What follows belongs to an exercise in optimizing a design on an open flow for a short achievable clock period and few clock cycles; a production flow would make more cautious choices.
In this exercise RTL edits were held to simulation tests only and were not proved equivalent to the original.
Power figures rest on the tool's default switching activity, not on a simulated workload.

## cpu_top
module cpu_top (DIN, Resetn, Clock, Run, Done, BusWires, debug_reg0, debug_reg1,
debug_reg2, debug_reg3, debug_reg4, debug_reg5, debug_reg6, debug_reg7);
	input wire [8:0] DIN;
	input wire Resetn, Clock, Run;
	output wire Done;
	output wire [8:0] BusWires;
	output wire [8:0] debug_reg0, debug_reg1;
	output wire [8:0] debug_reg2, debug_reg3, debug_reg4, debug_reg5, debug_reg6, debug_reg7;
	localparam mvi = 3'b001;
	reg [8:0] R [0:7];
	reg [8:0] SH [0:7];  
	reg       pend;      
	reg [2:0] pend_x;    
	wire [2:0] op = DIN[8:6];
	wire [2:0] X  = DIN[5:3];
	wire [2:0] Y  = DIN[2:0];
	wire [7:0] xd, yd, yd2;
	dec3to8 decX (X, 1'b1, xd);
	dec3to8 decY (Y, 1'b1, yd);
	dec3to8 decY2 (Y, 1'b1, yd2);
	reg [8:0] a, b, oh;
	integer n;
	always @*
	begin
		a = 9'b0;
		b = 9'b0;
		oh = 9'b0;
		for (n = 0; n < 8; n = n + 1)
		begin
			a = a | ({9{xd[n]}} & R[n]);
			b = b | ({9{yd[n]}} & R[n]);
			oh = oh | ({9{yd2[n]}} & SH[n]);
		end
	end
	wire [7:0] xd2, yd3;
	dec3to8 decX2 (X, 1'b1, xd2);
	dec3to8 decY3 (Y, 1'b1, yd3);
	wire [63:0] LT;
	wire [7:0] wxd;    
	reg lt_sel;
	integer p, q;
	always @*
	begin
		lt_sel = 1'b0;
		for (p = 0; p < 8; p = p + 1)
			for (q = 0; q < 8; q = q + 1)
  ...
clock: 7.5 ns
lec_check: 0
cap_margin: 20
core_margin: 2
core_utilization: 50
place_density: 0.7
setup_slack_margin: 2.0
slew_margin: 20
synth_hierarchical: 1
synth_minimum_keep_size: 0
run.sh (not shown) runs the stock make flow with config.mk's settings and CLKGATE_MAP_FILE= SYNTH_SCRIPT=/design/flow/synth_recipe.tcl, a recipe that flattens the netlist after the stock synthesis.
Testbench counts at the start, summed over its fixed seeds: cycles 20,055.
Change:
Settings changed: SETUP_SLACK_MARGIN 2.0 to 3.0.
The changed run finished with timing, DRC and antenna clean.
Die area does not change.
Hold slack improved by 9.7 ps.
Combinational power is lower by 12%.
Utilization is lower by 3.8 points.
Register-to-register slack improved by 390 ps.
Synthesized area stays the same.
Via count is lower by 5.7%.
Global-route usage is lower by 0.70 points.
Fmax is higher by 2.8%.
Wire length is lower by 10%.

========
cpu_top again, from the RTL that the note above started with.
Design cpu_top, start of the top module:
module cpu_top (DIN, Resetn, Clock, Run, Done, BusWires, debug_reg0, debug_reg1,
debug_reg2, debug_reg3, debug_reg4, debug_reg5, debug_reg6, debug_reg7);
clock: 7.5 ns
lec_check: 0
cap_margin: 20
core_margin: 2
core_utilization: 55
place_density: 0.8
setup_slack_margin: 3.5
slew_margin: 20
synth_hierarchical: 1
synth_minimum_keep_size: 0
Testbench counts at the start, summed over its fixed seeds: cycles 20,055.
Rerun with:
Settings changed: CORE_UTILIZATION 55 to 50, GPL_ROUTABILITY_DRIVEN from default to 0, PLACE_DENSITY 0.8 to 0.7.
=> The new run completed with no timing, DRC or antenna violations. Wire length climbs by a few percent. Maximum frequency drops by a few percent. Worst setup slack gets worse by 0.33 ns. Power climbs by a few percent. First-iteration DRC count climbs by about a fifth. Cell count climbs by a few percent. Clock power climbs by about a fifth. Clock-buffer cell count is unchanged. Global-route usage drops by 5.4 points. Sequential power hardly moves.

========
== v20 ==
cpu_top again, from the RTL that the note above started with.
// cpu_top
module cpu_top (DIN, Resetn, Clock, Run, Done, BusWires, debug_reg0, debug_reg1,
debug_reg2, debug_reg3, debug_reg4, debug_reg5, debug_reg6, debug_reg7);
clock: 7.5 ns
lec_check: 0
cap_margin: 20
core_margin: 2
core_utilization: 50
place_density: 0.7
setup_slack_margin: 2.5
slew_margin: 20
synth_hierarchical: 1
synth_minimum_keep_size: 0
Per the final summary, v20 finished and its layout is clean on timing, DRC and antenna.
Testbench counts of v20, summed over its fixed seeds: cycles 20,055.
Here is what was changed in the inputs of v27 compared with v20.
Settings: SETUP_SLACK_MARGIN now 3.5, was 2.5.
==> summary.txt <==
v27: done, clean on timing, DRC and antenna. Relative to v20, the worst-margin pin slew of v27 is higher by 0.078 ns. Between v20 and v27, the highest clock rate is lower for v27. Global routing usage summed across all routing layers in v27 is 0.45 points lower than in v20. On hold slack, v20 and v27 are neck and neck. | final instance count without filler cells | v27 vs v20 | about 0.8% higher |. v27 drops more vias than v20. Areal power density over the cells was higher in the run labelled v20. v27 vs v20: summed area of non-filler cells in the final layout up in v27. The latest clock arrival within the worst-skew pair in v27 sits 0.03 ns below the value recorded for v20.

==> static timing again, ports no longer ideal <==
Ports are ideal in the flow. The routed layouts listed here were re-timed in OpenROAD. Step 1: set_driving_cell puts a clkbuf_16 on Clock and a buf_2 on each other input, an assumption about the parent block. Step 2 moves the port delays by t, midway between the first and last clock arrival at a register: inputs arrive t later, outputs are due t later. That takes back most of the time a late clock gives input paths. a / b / c = no drivers / after step 1 / after step 2; a / b = the first two.
run	t (ns)	slack for setup (ns)	hold slack, ns	slew at the worst register clock pin (ns)
the first run of note 1	0.501	1.429 / 1.261 / 0.934	0.498 / 0.498 / 0.498	0.09 / 0.09
the second run of note 1	0.512	1.596 / 1.527 / 1.231	0.508 / 0.508 / 0.508	0.09 / 0.09
the first run of note 2	0.489	1.638 / 1.590 / 1.322	0.512 / 0.512 / 0.512	0.08 / 0.08
the second run of note 2	0.491	1.308 / 1.265 / 0.808	0.509 / 0.509 / 0.509	0.08 / 0.08
v20	0.520	1.802 / 1.625 / 1.170	0.513 / 0.513 / 0.513	0.09 / 0.09
v27	0.497	1.686 / 1.593 / 1.285	0.510 / 0.510 / 0.510	0.08 / 0.08
After both steps every run listed still meets setup and hold. The setup slack of v20, which loses most, moves by -0.177 ns with the drivers and by -0.632 ns with both steps.
